Context: an optimization exercise on an open-source flow, tuned for small area, a short achievable clock period and few clock cycles. The choices shown serve that exercise and are no tape-out recipe. At most, simulation tests tie the RTL to the original design; equivalence was not proved. For run 2, only the layout was checked, not whether the RTL still works. Power and IR drop assume default switching activity.

[design/flow/run.sh]
#!/bin/bash
# synth_recipe.tcl (not shown) runs the flow's synth.tcl, then flattens the netlist and writes it again
# the make line also repeats each setting of config.mk as NAME=value (left out here)
make -C /OpenROAD-flow-scripts/flow DESIGN_CONFIG=/design/flow/config.mk WORK_HOME=/design/flow/orfs CLKGATE_MAP_FILE= SYNTH_SCRIPT=/design/flow/synth_recipe.tcl finish
[design/flow/design.v]
module bellmanford (reset, clock, GMAR1, GMDR1, GMAR2, GMDR2, IMAR, IMDR, WMAR1, WMAR2, WMDR1, WMDR2, WMWDR, WMWAR, WMWE, OMAR, OMDR, OMWAR, OMWDR, OMWE, NegCycle, Finish);
input clock,reset;
output wire [12:0] GMAR1;
input wire [127:0] GMDR1;
output wire [12:0] GMAR2;
input wire [127:0] GMDR2;
output reg [12:0] IMAR;
input wire [7:0] IMDR;
output wire [12:0] WMAR1;
input wire [127:0] WMDR1;
output wire [12:0] WMAR2;
input wire [127:0] WMDR2;
output wire [12:0] WMWAR;
output wire [127:0] WMWDR;
output reg WMWE;
output wire [12:0] OMAR;
output wire [15:0] OMDR;
assign OMAR = 13'b0;
assign OMDR = 16'b0;
output reg [12:0] OMWAR;
output reg [15:0] OMWDR;
output reg OMWE;
output reg NegCycle;
output reg Finish;
localparam [3:0] QS = 4'd0,    
                 NS = 4'd1,    
                 E  = 4'd2,    
                 NX = 4'd3,    
                 PK = 4'd4,    
                 OA = 4'd5,    
                 OB = 4'd6,    
                 OC = 4'd7,    
                 OD = 4'd8,    
                 DN = 4'd9,    
                 NG = 4'd10;   
reg [3:0] st;
reg [5:0] Nm1;         
reg [5:0] U;           
reg [5:0] src;
reg [7:0] DistU;
reg [5:0] iv;          
reg [7:0] iw;          
reg [5:0] icnt;        
reg [2:0] fslot;       
reg [12:0] fline;      
reg [5:0] passm1;      
reg ncc;               
reg nproc;             
reg [63:0] dirty;      
reg [5:0] nxt;         
reg nxt_has;
reg [5:0] wa;          
reg [7:0] wdist;
reg [5:0] wpred;
reg [5:0] X;           
reg ep, rst_d;         
always @(posedge clock) begin
    rst_d <= reset;
    if (reset && !rst_d) ep <= !ep;
end
wire fwd2 = WMWE && (wa == iv);
wire [7:0] rdist2 = fwd2 ? wdist : WMDR2[21:14];
wire valid2 = fwd2 || (WMDR2[13:0] == {ep, IMAR});
wire [7:0] nw = DistU + iw;
wire relax = (st == E) && (!valid2 || ($signed(rdist2) > $signed(nw)));
function [6:0] pe8;    
    input [7:0] x;
    begin
        casez (x)
            8'b???????1: pe8 = {1'b1, 3'b0, 3'd0};
            8'b??????10: pe8 = {1'b1, 3'b0, 3'd1};
            8'b?????100: pe8 = {1'b1, 3'b0, 3'd2};
            8'b????1000: pe8 = {1'b1, 3'b0, 3'd3};
            8'b???10000: pe8 = {1'b1, 3'b0, 3'd4};
            8'b??100000: pe8 = {1'b1, 3'b0, 3'd5};
            8'b?1000000: pe8 = {1'b1, 3'b0, 3'd6};
            8'b10000000: pe8 = {1'b1, 3'b0, 3'd7};
            default:     pe8 = 7'd0;
        endcase
    end
endfunction
function [6:0] pe64;   
    input [63:0] x;
    reg [7:0] g;
    reg [6:0] gi, li;
    integer k;
    begin
        for (k = 0; k < 8; k = k + 1) g[k] = |x[8*k +: 8];
        gi = pe8(g);
        li = pe8(x[8*gi[2:0] +: 8]);
        pe64 = {gi[6], gi[2:0], li[2:0]};
    end
endfunction
function [63:0] above;   
    input [5:0] a;
    integer k;
    begin
        for (k = 0; k < 64; k = k + 1) above[k] = (k > a);
    end
endfunction
wire [63:0] mask1 = (st == PK) ? 64'hffffffffffffffff : above(U);
wire [6:0] pe_u = pe64(dirty & mask1);        
wire [6:0] pe_n = pe64(dirty & above(nxt));   
wire wa_c = WMWE && (wa > U);
wire iv_c = relax && (iv > U);
wire wa_lt = !nxt_has || (wa < nxt);
wire iv_lt = !nxt_has || (iv < nxt);
wire iv_lt_wa = iv < wa;
wire keep_nxt = !(wa_c && wa_lt) && !(iv_c && iv_lt);   
wire abv_has = nxt_has || wa_c || iv_c;
wire [5:0] abv_alt = (iv_c && (!wa_c || iv_lt_wa)) ? iv : wa;
wire any_has = (|dirty) || relax;
wire ncc_eff = ncc || relax;
wire done = (st == NX) || (st == E && icnt == 6'd0);
wire ahead = (st == E) && (icnt == 6'd0);
wire [5:0] Ur = ahead ? nxt : U;
assign GMAR1 = (st == QS) ? 13'd0 : {7'd0, Ur};
assign GMAR2 = (st == NS || ahead) ? GMDR1[12:0] : fline;
assign WMAR1 = {7'd0, Ur};
assign WMAR2 = {7'd0, (st == E) ? iv : X};
assign WMWAR = {7'd0, wa};
assign WMWDR = {100'd0, wpred, wdist, ep, IMAR};
reg [13:0] slotw;
always @(*) begin
    case (fslot)
        3'd0: slotw = {GMDR2[125:120], GMDR2[119:112]};
        3'd1: slotw = {GMDR2[109:104], GMDR2[103:96]};
        3'd2: slotw = {GMDR2[93:88], GMDR2[87:80]};
        3'd3: slotw = {GMDR2[77:72], GMDR2[71:64]};
        3'd4: slotw = {GMDR2[61:56], GMDR2[55:48]};
        3'd5: slotw = {GMDR2[45:40], GMDR2[39:32]};
        3'd6: slotw = {GMDR2[29:24], GMDR2[23:16]};
        default: slotw = {GMDR2[13:8], GMDR2[7:0]};
    endcase
end
wire [5:0] L = GMDR2[117:112];
wire [5:0] v1 = GMDR2[109:104] - 6'd1;    
always @(posedge clock) begin
    if (reset) begin
        st <= QS;
        IMAR <= 13'd0;
        OMWAR <= 13'h1fff;
        OMWE <= 1'b0;
        WMWE <= 1'b0;
        Finish <= 1'b0;
        NegCycle <= 1'b0;
    end else begin
        case (st)
        QS: begin
            Nm1 <= GMDR1[5:0] - 6'd2;
            U <= IMDR[5:0] - 6'd1;
            src <= IMDR[5:0] - 6'd1;
            WMWE <= 1'b1;
            wa <= IMDR[5:0] - 6'd1;
            wdist <= 8'd0;
            wpred <= IMDR[5:0] - 6'd1;
            dirty <= 64'd0;
            passm1 <= 6'd0;
            ncc <= 1'b1;
            nproc <= 1'b0;
            IMAR <= IMAR + 13'd1;
            OMWE <= 1'b0;
            st <= NS;
        end
        NS: begin
            DistU <= (WMWE && wa == U) ? wdist : WMDR1[21:14];
            dirty[U] <= 1'b0;
            WMWE <= 1'b0;
            nxt <= pe_u[5:0];
            nxt_has <= pe_u[6];
            if (U == Nm1) nproc <= 1'b1;
            iv <= v1;
            iw <= GMDR2[103:96];
            icnt <= L - 6'd1;
            fslot <= 3'd2;
            fline <= GMDR1[12:0];
            st <= (L == 6'd0) ? NX : E;
        end
        E: begin
            nxt <= pe_u[5:0];
            nxt_has <= pe_u[6];
            if (relax) begin
                WMWE <= 1'b1;
                wa <= iv;
                wdist <= nw;
                wpred <= U;
                dirty[iv] <= 1'b1;
                ncc <= 1'b1;
            end else
                WMWE <= 1'b0;
            if (icnt != 6'd0) begin
                iv <= slotw[13:8] - 6'd1;
                iw <= slotw[7:0];
                icnt <= icnt - 6'd1;
                fslot <= fslot + 3'd1;
                if (fslot == 3'd7) fline <= fline + 13'd1;
            end
        end
        NX: begin
            WMWE <= 1'b0;
        end
        PK: begin
            U <= pe_u[5:0];
            st <= NS;
        end
        OA: begin
            OMWDR <= {8'd0, rdist2};
            OMWE <= 1'b1;
            OMWAR <= OMWAR + 13'd1;
            X <= fwd2 ? wpred : WMDR2[27:22];
            WMWE <= 1'b0;
            st <= OB;
        end
        OB: begin
            OMWDR <= {8'd0, IMDR};
            OMWAR <= OMWAR + 13'd1;
            IMAR <= IMAR + 13'd1;
            st <= OC;
        end
        OC: begin
            OMWDR <= {10'd0, X} + 16'd1;
            OMWAR <= OMWAR + 13'd1;
            X <= WMDR2[27:22];
            if (X == src) st <= OD;
        end
        OD: begin
            OMWDR <= (IMDR == 8'hff) ? 16'hffff : 16'h0000;
            OMWAR <= OMWAR + 13'd1;
            if (IMDR == 8'hff) begin
                IMAR <= IMAR + 13'd1;
                st <= QS;
            end else
                st <= DN;
        end
        DN: begin
            OMWE <= 1'b0;
            Finish <= 1'b1;
        end
        NG: begin
            WMWE <= 1'b0;
            NegCycle <= 1'b1;
        end
        default: st <= QS;
        endcase
        if (done) begin
            X <= IMDR[5:0] - 6'd1;
            if (abv_has) begin
                if (keep_nxt && nxt_has && st == E) begin
                    U <= nxt;
                    nxt <= pe_n[5:0];
                    nxt_has <= pe_n[6];
                    DistU <= (relax && iv == nxt) ? nw :
                             (WMWE && wa == nxt) ? wdist : WMDR1[21:14];
                    dirty[nxt] <= 1'b0;
                    if (nxt == Nm1) nproc <= 1'b1;
                    iv <= v1;
                    iw <= GMDR2[103:96];
                    icnt <= L - 6'd1;
                    fslot <= 3'd2;
                    fline <= GMDR1[12:0];
                    st <= (L == 6'd0) ? NX : E;
                end else begin
                    U <= keep_nxt ? nxt : abv_alt;
                    st <= NS;
                end
            end else if (passm1 == 6'd0 && !nproc && any_has) begin
                st <= PK;
            end else if (!ncc_eff || !any_has) begin
                st <= OA;
            end else if (passm1 == Nm1) begin
                st <= NG;
            end else begin
                passm1 <= passm1 + 6'd1;
                ncc <= 1'b0;
                st <= PK;
            end
        end
    end
end
endmodule
[design/flow/constraint.sdc]
create_clock -name core_clock -period 5.0 [get_ports {clock}]
set_input_delay 1.0000 -clock core_clock [delete_from_list [all_inputs] [get_ports {clock}]]
set_output_delay 1.0000 -clock core_clock [all_outputs]
set_load 0.01 [all_outputs]
[design/flow/config.mk]
export PLATFORM = sky130hd
export DESIGN_NAME = bellmanford
export DESIGN_NICKNAME = bellmanford
export VERILOG_FILES = /design/flow/design.v
export SDC_FILE = /design/flow/constraint.sdc
export NUM_CORES = 4
export LEC_CHECK = 0
export CAP_MARGIN = 20
export CORE_AREA = 5 5 275 275
export DIE_AREA = 0 0 280 280
export SLEW_MARGIN = 20
==> results of run 1 <==
==> repair_timing <==
item,in CTS,in global routing
gates resized for setup,1,18
hold buffers,0,0
pin swaps,0,9
endpoints found under the setup margin,9,107
cloned,0,1
setup buffers,0,7
==> cells in the final DEF (no fill, tap or decap), drive strengths merged, types with 11 or more instances in the layout <==
| cell type | Yosys | routed |
|---|---|---|
| a21o | 13 | 13 |
| ha | 77 | 77 |
| nor4 | 34 | 34 |
| edfxtp | 177 | 177 |
| nand2b | 21 | 21 |
| nor3 | 52 | 52 |
| mux2i | 36 | 36 |
| xor2 | 45 | 45 |
| o211ai | 24 | 24 |
| buf | 245 | 262 |
| conb | 1 | 157 |
| clkbuf | 93 | 28 |
| mux2 | 53 | 53 |
| and2 | 30 | 30 |
| o211a | 11 | 11 |
| a31oi | 18 | 18 |
| o22ai | 17 | 17 |
| a32oi | 23 | 23 |
| nand3 | 65 | 65 |
| a21oi | 185 | 185 |
| or3 | 14 | 14 |
| xnor2 | 53 | 53 |
| clkdlybuf4s50 | 0 | 281 |
| a211oi | 26 | 26 |
| a221oi | 23 | 23 |
| o21ai | 231 | 231 |
| nand2 | 314 | 314 |
| a22oi | 88 | 88 |
| o21a | 19 | 19 |
| dfxtp | 35 | 35 |
| nor2 | 183 | 183 |
| o31ai | 22 | 22 |
| and3 | 33 | 33 |
| nor2b | 31 | 31 |
| nand4 | 34 | 34 |
| inv | 68 | 72 |
==> state kept, by name, indices dropped and copies added (netlist names), 8 cells and up <==
name	count
dirty	64
IMAR	13
OMWAR	13
fline	13
OMWDR	9
DistU	8
iw	8
wdist	8
==> area by class of cell <==
cell class              count  area, um2
clock buffers              28      689.4
clock inverters            22      255.2
fillers                  7647      46240
inverters                  69      264.0
multi-input cells        2095      13030
flip-flops and latches    212       6017
well taps                 959       1200
repair buffers            543       4900
==> report_power, final <==
part	total (mW)	leakage, nW	internal, mW	switching, mW
Clock	2.13	0.458	1.26	0.864
Combinational	14.4	7.68	5.82	8.62
Sequential	3.85	2.03	2.87	0.977
Total	20.4	10.2	9.96	10.5
==> cell usage after synthesis (all sizes together), types with 13 or more instances <==
cell type and count:
nand2 314, buf 245, o21ai 231, a21oi 185, nor2 183, edfxtp 177, clkbuf 93, a22oi 88
ha 77, inv 68, nand3 65, mux2 53, xnor2 53, nor3 52, xor2 45, mux2i 36
dfxtp 35, nand4 34, nor4 34, and3 33, nor2b 31, and2 30, a211oi 26, o211ai 24
a221oi 23, a32oi 23, o31ai 22, nand2b 21, o21a 19, a31oi 18, o22ai 17, or3 14
a21o 13
==> routing by layer <==
layer	global-route usage, %	routed length [um]	up-vias
li1	-	-	9987
met5	0	20	-
met3	5.026	10330	312
met1	28.53	36290	10380
met2	36.24	42100	1432
met4	12.30	6951	2
==> worst max-delay path, delay by kind of cell (launching register included) <==
kind                       cells  cell delay [ns]
muxes                          1             0.43
and+or+nand+nor                6             1.14
buffers and inverters          4             0.57
AOI/OAI and AO/OA              7             1.41
adders and majority gates      2             0.62
DFF                            1             0.43
==> worst paths after layout <==
| path | end | start |
|---|---|---|
| setup / recovery | dirty[18]$_DFFE_PN_ | wa[3]$_DFFE_PP_ |
| setup reg to reg | dirty[18]$_DFFE_PN_ | wa[3]$_DFFE_PP_ |
| hold reg to reg | NegCycle$_SDFFE_PP0P_ | NegCycle$_SDFFE_PP0P_ |
| hold / removal | NegCycle$_SDFFE_PP0P_ | NegCycle$_SDFFE_PP0P_ |
==> cells by family (layout without fill, tap and decap cells) <==
kind of cell / count (synthesis) / count (layout)
adder cells (fa/ha/maj): 80 / 80
multiplexers: 89 / 89
buffers and inverters: 407 / 662
AO/OA/AOI/OAI: 810 / 810
flip-flops: 212 / 212
AND/OR/NAND/NOR: 860 / 861
XOR/XNOR: 98 / 98
other: 1 / 157
==> per-stage QoR <==
| stage | TNS (ns) | cell area [um2] | worst slack [ns] | util (%) |
|---|---|---|---|---|
| floorplan | -0.01260 | 21240 | -0.006348 | - |
| global placement | 0 | 25230 | 0.01754 | 34.76 |
| detailed placement | -0.1203 | 25230 | -0.03637 | 34.76 |
| CTS | 0 | 26180 | 0.03781 | 36.06 |
| global route | 0 | 26350 | 0.003191 | 36.30 |
| finish | 0 | 26350 | 0.1152 | 36.30 |
==> impl_metrics.json, run 1 <==
{
  "outcome": "no timing/DRC/antenna violations",
  "firstDrtPassIters": 8,
  "max-slew-margin-rel_pct": 28.29,
  "drive_gt1_share_pct": 14.62,
  "grt-ovfl-total": 0,
  "synth_seq_area_share_pct": 29.17,
  "synthSimpleGateAreaFrac_pct": 20.02,
  "min_delay_path_depth": 2,
  "fin_cells": 3928,
  "hold_viol_final": 0,
  "synth_area_per_cell_um2": 8.066,
  "synthAdderAreaFrac_pct": 4.865,
  "io_pins": 790,
  "fp.dieH_um": 280,
  "clock_skew_ns": 0.01436,
  "cap_violations": 0,
  "synth-edff-count": 177,
  "port_buffers": 281,
  "fp.coreArea_um2": 72590,
  "cts_tree": "yes",
  "period_share_pct": 97.70,
  "clk_latency_ns": 0.58,
  "max_freq_ghz": 0.2047,
  "p_per_area_nw_per_um2": 775.2,
  "period_needed_ns": 4.885,
  "rsz0062_at_grt": "no",
  "ff2ff_path_depth": 20,
  "vias": 22120,
  "dieArea_um2": 78400,
  "hold_class": "reg -> reg",
  "grt_use_total_pct": 22.67,
  "async_flop_share_pct": 0,
  "die_x_um": 280,
  "worstPathRequired_ns": 5.30,
  "slowest_stage": "edfxtp_1",
  "area_growth_pct": 27.75,
  "dpl.hpwl_um": 75500,
  "antenna_found_initial": 3,
  "synth_cells": 2557,
  "place_congestion": 1.030,
  "drt_wl_total_um": 95680,
  "cp_max_fo": 8,
  "critPathLaunchType": "flop",
  "synth_xor_area_share_pct": 4.161,
  "cp_cell_sequence": "inv_1 > ha_1 > nand4_1 > nor2_4 > mux2_2 > ha_1 > a21o_1 > a211oi_2 > buf_4 > a31oi_1 > o21ai_2 > a211o_1 > nand2_2 > a221oi_4 > and4_4 > buf_4 > nand3_2 > nor2_2 > buf_4 > a21oi_1",
  "finalSetupViolCount": 0,
  "critical_path.max_stage_delay_ns": 0.43,
  "place_inst": 3869,
  "criticalPathCategory": "reg -> reg",
  "n_antenna_cell": 0,
  "vias_per_cell": 5.630,
  "start_util_pct": 28.42,
  "synthMuxAreaShare_pct": 4.641,
  "yosysTopAreaCell": "edfxtp_1",
  "nets": 3548,
  "synth_top_family_by_area": "compound AO/OA/AOI/OAI gates",
  "synth_cell_type_count": 105,
  "yosysTopAreaCellShare_pct": 25.77,
  "cp_common_cell": "buf_4",
  "grt_max_degree": 113,
  "ir_drop_mv": 0.3059,
  "cts_made_buffers": 27,
  "totalPowerFinal_mw": 20.43,
  "netlist_top_cells_area": "edfxtp_1, buf_4, nand2_1",
  "reg2reg_setup_slack_ns": 0.12,
  "cts_root_buf": "clkbuf_16",
  "holdWs_ns": 0.5038,
  "ant_nets": 0,
  "synth_area_um2": 20630,
  "synth_compound_area_share_pct": 25.87,
  "yosysWarningCount": 1,
  "worst_setup_path_end_kind": "flop",
  "p_leak_nw": 10.17,
  "cts.clk_slew.worst_paths_ns": 0.06,
  "critPathArrivalTime_ns": 5.18,
  "cts_sinks": 212,
  "yosys_register_bits": 212,
  "fp-row-count": 99,
  "drc": 0,
  "wire_per_inst_um": 24.36,
  "worst_pin_slew_ns": 1.072,
  "synth-main-ff-cell": "edfxtp_1",
  "grt_pass1_wl_um": 136500,
  "grt_pass1_vias": 20680,
  "dr.first_iter.drc_count": 2893,
  "drv_slew": 0,
  "htree_levels": 1,
  "clockBufferDepth": 3
}
Testbench counts, summed over its fixed seeds: cycles 23,190.
==> inputs of run 2 (changes only) <==
--- a/design/flow/design.v
+++ b/design/flow/design.v
@@ -41,3 +41,9 @@
 reg [5:0] iv;          
-reg [7:0] iw;          
+reg [7:0] nw;          
+reg [5:0] jv;          
+reg [7:0] nwb;         
+reg pairB;             
+reg bubble;            
+reg [5:0] wbv;         
+reg [7:0] wbd;
 reg [5:0] icnt;        
@@ -51,2 +57,4 @@
 reg nxt_has;
+reg fresh;             
+reg fwdf, fwdg;        
 reg [5:0] wa;          
@@ -60,7 +68,10 @@
 end
-wire fwd2 = WMWE && (wa == iv);
+wire proc = (st == E) && !bubble;
+wire fwd2 = (st == E) ? fwdf : (WMWE && (wa == X));
 wire [7:0] rdist2 = fwd2 ? wdist : WMDR2[21:14];
 wire valid2 = fwd2 || (WMDR2[13:0] == {ep, IMAR});
-wire [7:0] nw = DistU + iw;
-wire relax = (st == E) && (!valid2 || ($signed(rdist2) > $signed(nw)));
+wire relax = proc && (!valid2 || ($signed(rdist2) > $signed(nw)));
+wire [7:0] rdist1 = fwdg ? wdist : WMDR1[21:14];
+wire valid1 = fwdg || (WMDR1[13:0] == {ep, IMAR});
+wire relaxb = proc && pairB && (!valid1 || ($signed(rdist1) > $signed(nwb)));
 function [6:0] pe8;    
@@ -111,6 +122,5 @@
 wire [5:0] abv_alt = (iv_c && (!wa_c || iv_lt_wa)) ? iv : wa;
-wire any_has = (|dirty) || relax;
-wire ncc_eff = ncc || relax;
-wire done = (st == NX) || (st == E && icnt == 6'd0);
-wire ahead = (st == E) && (icnt == 6'd0);
+wire has_d = |dirty;
+wire done = (st == NX) || (proc && icnt == 6'd0);
+wire ahead = proc && (icnt == 6'd0);
 wire [5:0] Ur = ahead ? nxt : U;
@@ -118,3 +128,3 @@
 assign GMAR2 = (st == NS || ahead) ? GMDR1[12:0] : fline;
-assign WMAR1 = {7'd0, Ur};
+assign WMAR1 = {7'd0, (st == E && !ahead) ? jv : Ur};
 assign WMAR2 = {7'd0, (st == E) ? iv : X};
@@ -135,4 +145,26 @@
 end
+reg [13:0] slotx;
+always @(*) begin
+    case (fslot)
+        3'd7: slotx = {GMDR2[125:120], GMDR2[119:112]};
+        3'd0: slotx = {GMDR2[109:104], GMDR2[103:96]};
+        3'd1: slotx = {GMDR2[93:88], GMDR2[87:80]};
+        3'd2: slotx = {GMDR2[77:72], GMDR2[71:64]};
+        3'd3: slotx = {GMDR2[61:56], GMDR2[55:48]};
+        3'd4: slotx = {GMDR2[45:40], GMDR2[39:32]};
+        3'd5: slotx = {GMDR2[29:24], GMDR2[23:16]};
+        default: slotx = {GMDR2[13:8], GMDR2[7:0]};
+    endcase
+end
+wire [5:0] sav = slotw[13:8] - 6'd1;     
+wire [5:0] sbv = slotx[13:8] - 6'd1;     
+wire [5:0] n_after = icnt - {5'd0, pairB};
+wire [5:0] ncnt = n_after - 6'd1;
+wire npair = (ncnt >= 6'd2) && (fslot != 3'd7) && (sav != sbv);
 wire [5:0] L = GMDR2[117:112];
+wire [7:0] dU = (WMWE && wa == U) ? wdist : WMDR1[21:14];
+wire [7:0] dN = (WMWE && wa == nxt) ? wdist : WMDR1[21:14];
 wire [5:0] v1 = GMDR2[109:104] - 6'd1;    
+wire [5:0] v2 = GMDR2[93:88] - 6'd1;
+wire p1 = (L >= 6'd3) && (v1 != v2);
 always @(posedge clock) begin
@@ -165,5 +197,10 @@
         NS: begin
-            DistU <= (WMWE && wa == U) ? wdist : WMDR1[21:14];
+            DistU <= dU;
+            nw <= dU + GMDR2[103:96];
+            nwb <= dU + GMDR2[87:80];
             dirty[U] <= 1'b0;
             WMWE <= 1'b0;
+            fwdf <= 1'b0;
+            fwdg <= 1'b0;
+            bubble <= 1'b0;
             nxt <= pe_u[5:0];
@@ -172,5 +209,6 @@
             iv <= v1;
-            iw <= GMDR2[103:96];
+            jv <= v2;
+            pairB <= p1;
             icnt <= L - 6'd1;
-            fslot <= 3'd2;
+            fslot <= p1 ? 3'd3 : 3'd2;
             fline <= GMDR1[12:0];
@@ -181,17 +219,31 @@
             nxt_has <= pe_u[6];
-            if (relax) begin
+            wpred <= U;
+            if (fresh) dirty[U] <= 1'b0;
+            if (bubble) begin
                 WMWE <= 1'b1;
-                wa <= iv;
-                wdist <= nw;
-                wpred <= U;
-                dirty[iv] <= 1'b1;
-                ncc <= 1'b1;
-            end else
-                WMWE <= 1'b0;
-            if (icnt != 6'd0) begin
-                iv <= slotw[13:8] - 6'd1;
-                iw <= slotw[7:0];
-                icnt <= icnt - 6'd1;
-                fslot <= fslot + 3'd1;
-                if (fslot == 3'd7) fline <= fline + 13'd1;
+                wa <= wbv;
+                wdist <= wbd;
+                bubble <= 1'b0;
+            end else begin
+                WMWE <= relax || relaxb;
+                wa <= relax ? iv : jv;
+                wdist <= relax ? nw : nwb;
+                wbv <= jv;
+                wbd <= nwb;
+                bubble <= relax && relaxb;
+                if (relax) dirty[iv] <= 1'b1;
+                if (relaxb) dirty[jv] <= 1'b1;
+                if (relax || relaxb) ncc <= 1'b1;
+                if (icnt != 6'd0) begin
+                    fwdf <= relaxb ? (sav == jv) : (relax && sav == iv);
+                    fwdg <= relaxb ? (sbv == jv) : (relax && sbv == iv);
+                    iv <= sav;
+                    nw <= DistU + slotw[7:0];
+                    jv <= sbv;
+                    nwb <= DistU + slotx[7:0];
+                    pairB <= npair;
+                    icnt <= ncnt;
+                    fslot <= fslot + (npair ? 3'd2 : 3'd1);
+                    if (fslot == 3'd7 || (fslot == 3'd6 && npair)) fline <= fline + 13'd1;
+                end
             end
@@ -200,6 +252,18 @@
             WMWE <= 1'b0;
+            if (fresh) dirty[U] <= 1'b0;
         end
         PK: begin
+            X <= IMDR[5:0] - 6'd1;
             U <= pe_u[5:0];
-            st <= NS;
+            if (passm1 == 6'd0 && !nproc && has_d) begin
+                st <= NS;
+            end else if (!ncc || !has_d) begin
+                st <= OA;
+            end else if (passm1 == Nm1) begin
+                st <= NG;
+            end else begin
+                passm1 <= passm1 + 6'd1;
+                ncc <= 1'b0;
+                st <= NS;
+            end
         end
@@ -244,4 +308,20 @@
         endcase
+        fresh <= 1'b0;
+        if (ahead) begin
+            nxt <= pe_n[5:0];
+            nxt_has <= pe_n[6];
+            DistU <= (relax && iv == nxt) ? nw : dN;
+            nw <= (relax && iv == nxt) ? nw + GMDR2[103:96] : dN + GMDR2[103:96];
+            nwb <= (relax && iv == nxt) ? nw + GMDR2[87:80] : dN + GMDR2[87:80];
+            if (nxt == Nm1 && nxt_has) nproc <= 1'b1;
+            fwdf <= relax && (v1 == iv);
+            fwdg <= relax && (v2 == iv);
+            iv <= v1;
+            jv <= v2;
+            pairB <= p1;
+            icnt <= L - 6'd1;
+            fslot <= p1 ? 3'd3 : 3'd2;
+            fline <= GMDR1[12:0];
+        end
         if (done) begin
-            X <= IMDR[5:0] - 6'd1;
             if (abv_has) begin
@@ -249,13 +329,3 @@
                     U <= nxt;
-                    nxt <= pe_n[5:0];
-                    nxt_has <= pe_n[6];
-                    DistU <= (relax && iv == nxt) ? nw :
-                             (WMWE && wa == nxt) ? wdist : WMDR1[21:14];
-                    dirty[nxt] <= 1'b0;
-                    if (nxt == Nm1) nproc <= 1'b1;
-                    iv <= v1;
-                    iw <= GMDR2[103:96];
-                    icnt <= L - 6'd1;
-                    fslot <= 3'd2;
-                    fline <= GMDR1[12:0];
+                    fresh <= 1'b1;
                     st <= (L == 6'd0) ? NX : E;
@@ -265,13 +335,4 @@
                 end
-            end else if (passm1 == 6'd0 && !nproc && any_has) begin
-                st <= PK;
-            end else if (!ncc_eff || !any_has) begin
-                st <= OA;
-            end else if (passm1 == Nm1) begin
-                st <= NG;
-            end else begin
-                passm1 <= passm1 + 6'd1;
-                ncc <= 1'b0;
+            end else
                 st <= PK;
-            end
         end
--- a/design/flow/config.mk
+++ b/design/flow/config.mk
@@ -7,2 +7,3 @@
 export LEC_CHECK = 0
+export ABC_CLOCK_PERIOD_IN_PS = 3000
 export CAP_MARGIN = 20
@@ -10,2 +11,3 @@
 export DIE_AREA = 0 0 280 280
+export SETUP_SLACK_MARGIN = 1.5
 export SLEW_MARGIN = 20
==> run 2 against run 1 <==
Effect of this change:
- the layout now fails its checks (setup timing)
- hold slack worse by 0.060 ns
- count of clock-buffer cells in the layout is 14 higher
- first-iteration DRC count is 13% higher
- total power is 28% lower
- fmax is 3.4% lower
- register-to-register slack worse by 0.17 ns
- sequential power is 18% lower
- area after synthesis is 25% higher
- clock power is 19% higher
- critical path depth is 9 higher
- clock skew is 0.016 ns higher
- worst setup slack worse by 0.17 ns
- critical path type unchanged
- largest cell class unchanged
- largest power group unchanged
==> impl_metrics.json, run 2 <==
{
  "critPathLaunchType": "flop",
  "synth_cells": 3189,
  "criticalPathCategory": "reg -> reg",
  "period_share_pct": 101.2,
  "clockBufferDepth": 3,
  "drive_gt1_share_pct": 23.96,
  "rsz0062_at_grt": "yes",
  "fp.coreArea_um2": 72590,
  "max_freq_ghz": 0.1977,
  "netlist_top_cells_area": "edfxtp_1, ha_1, o21ai_0",
  "dieArea_um2": 78400,
  "p_per_area_nw_per_um2": 415.9,
  "hold_class": "reg -> reg",
  "antenna_found_initial": 4,
  "final_common_cell": "buf_4",
  "synth-edff-count": 210,
  "worstPathRequired_ns": 5.31,
  "synth-main-ff-cell": "edfxtp_1",
  "nets": 4389,
  "synth_cell_type_count": 109,
  "grt_pass1_wl_um": 177400,
  "start_util_pct": 35.49,
  "largest-register": "dirty",
  "period_needed_ns": 5.058,
  "max-slew-margin-rel_pct": 19.12,
  "finalSetupViolCount": 2,
  "grt_pass1_vias": 26550,
  "grt_use_total_pct": 29.85,
  "worst_pin_slew_ns": 1.205,
  "clock_skew_ns": 0.03030,
  "postLayoutSetupSlackWorst_ns": -0.05763,
  "yosys_register_bits": 245,
  "synth_area_per_cell_um2": 8.079,
  "area_growth_pct": 37.89,
  "firstDrtPassIters": 8,
  "yosysTopAreaCell": "edfxtp_1",
  "drv_slew": 0,
  "crit_buf_inv": 6,
  "cap_violations": 0,
  "dpl.hpwl_um": 94630,
  "p_leak_nw": 13.89,
  "dr.first_iter.drc_count": 3258,
  "grt_max_degree": 53,
  "cts_sinks": 245,
  "totalPowerFinal_mw": 14.77,
  "yosysWarningCount": 1,
  "clkPwrFrac_pct": 17.2,
  "cts_root_buf": "clkbuf_16",
  "ant_nets": 0,
  "fp.dieH_um": 280,
  "ir_drop_mv": 0.4445,
  "largest_reg_flops": 64,
  "cp_max_fo": 6,
  "p_sw_share_pct": 46.06,
  "mostFrequentLayoutCells": "buf_4, nand2_1, nor2_1",
  "drc": 0,
  "port_buffers": 295,
  "worst_setup_path_end_kind": "flop",
  "critical_path.max_stage_delay_ns": 0.41,
  "io_pins": 790,
  "failed_checks": "setup timing",
  "p_sw_mw": 6.804,
  "vias_per_cell": 5.979,
  "synth_area_um2": 25760,
  "cts_tree": "yes",
  "wire_per_inst_um": 26.85,
  "critical_path.top_delay_family": "compound AO/OA/AOI/OAI gates",
  "async_flop_share_pct": 0,
  "htree_levels": 2,
  "grt-ovfl-total": 0,
  "die_x_um": 280,
  "p_seq_share_pct": 21.5,
  "slowest_stage": "edfxtp_1",
  "place_congestion": 1.036,
  "critPathArrivalTime_ns": 5.37,
  "internal_power_mw": 7.969,
  "cts_made_buffers": 35,
  "clk_latency_ns": 0.58,
  "yosysMostFrequentCell": "nand2_1",
  "drt_wl_total_um": 127000,
  "hold_viol_final": 0,
  "cts.clk_slew.worst_paths_ns": 0.06,
  "yosysTopAreaCellShare_pct": 24.48,
  "fp-row-count": 99,
  "holdWs_ns": 0.4435,
  "yosys-top-cells-count": "nand2_1, nor2_1, o21ai_0",
  "cts_hold_buf": 0,
  "synth_seq_area_share_pct": 27.20,
  "outcome": "finished with violations",
  "vias": 28280,
  "power_frac_comb_pct": 61.3
}
-- run 2: cell count changes after synthesis, sizes merged, moves of 50 or more --
cell and change:
nor2 +120, a21oi +50, o21ai +64, a22oi -65, xor2 +52, xnor2 +74
-- run 2: layout make-up --
type | count | area [um2]
fill | 6976 | 37060
multi-input combinational | 2629 | 18780
sequential | 245 | 7017
timing repair buffer | 714 | 6913
tap | 959 | 1200
clock buffer | 42 | 902.1
inverter | 115 | 459.2
clock inverter | 22 | 237.7
timing repair inverter | 2 | 11.26
antenna | 1 | 2.502
-- run 2: power by group through the flow --
stage               Combinational, mW  Clock (mW)  Sequential, mW
detailed placement               7.70           0            3.21
CTS                              8.33        2.57            3.13
global placement                 7.70           0            3.21
finish                           9.06        2.54            3.17
floorplan                        4.71           0            2.97
global route                     9.53        2.65            3.17
-- run 2: final timing paths --
kind / from / to / slack [ns] / cells after the start
setup / recovery: X[2]$_DFFE_PP_ / nw[7]$_DFFE_PP_ / -0.06 / 29
hold / removal: nwb[4]$_DFFE_PP_ / wbd[4]$_DFFE_PP_ / 0.44 / 0
setup reg to reg: X[2]$_DFFE_PP_ / nw[7]$_DFFE_PP_ / -0.06 / 29
hold reg to reg: nwb[4]$_DFFE_PP_ / wbd[4]$_DFFE_PP_ / 0.44 / 0
-- run 2: per-layer routing --
metal  share of wire (%)  track usage (%)  vias up
li1                    -                -    12520
met1                  38            37.70    13460
met2                  44            46.10     1881
met3                  12            9.178      413
met4                 6.5            15.46        4
met5               0.027                0        -
-- run 2: cells by family (layout without fill, tap and decap cells) --
group	count (synthesis)	in the layout	share of synthesized area, %
fa+ha+maj	127	127	6.357
flops	245	245	27.20
xor+xnor	224	224	7.615
simple gates	1000	1003	18.13
buf+inv	474	895	9.927
compound gates	982	982	24.58
mux	136	136	6.182
other cells	1	158	0.01456
-- run 2: through the flow --
step | TNS (ns) | setup slack [ns] | area, um2 | std cells | util (%)
detailed placement | -1.480 | -0.3331 | 31230 | 4520 | 43.03
global placement | -1.480 | -0.3252 | 31230 | 4520 | 43.03
finish | -0.1030 | -0.05763 | 35520 | 4729 | 48.94
CTS | -0.09675 | -0.04796 | 33820 | 4647 | 46.59
floorplan | 0 | 0.06959 | 27040 | 3345 | -
global route | -1.278 | -0.3528 | 35520 | 4728 | 48.94
-- run 2: what timing repair did --
action	in CTS	in global routing
endpoints found under the setup margin	180	174
gates resized for setup	314	249
hold endpoints to repair	0	0
pin swaps	34	106
setup buffers	55	75
gates cloned	8	6

[what the ideal ports hide]
The flow's constraints put no driver on any port. The routed layouts listed below were extracted and timed again, unchanged, in two steps.
Step 1 (the two cells are an assumption about what drives the block):
set clk [get_ports {clock}]
set_driving_cell -lib_cell sky130_fd_sc_hd__clkbuf_16 $clk
set_driving_cell -lib_cell sky130_fd_sc_hd__buf_2 [delete_from_list [all_inputs] $clk]
Step 2 also shifts input and output timing later by t, the mid clock arrival at the registers, as if the neighbouring blocks saw the same clock.
Slacks: ideal ports / drivers / drivers and shift; pairs: ideal ports / drivers.
| run | t (ns) | setup slack, ns | clock arrival spread, ns | worst data-port slew with drivers (ns) |
|---|---|---|---|---|
| run 1 | 0.623 | 0.115 / 0.115 / 0.059 | 0.017 / 0.017 | 0.15 |
| run 2 | 0.625 | -0.058 / -0.058 / -0.337 | 0.030 / 0.030 | 0.09 |
For run 2, which loses most, drivers alone change the setup slack by 0.000 ns; drivers and shift together by -0.279 ns.
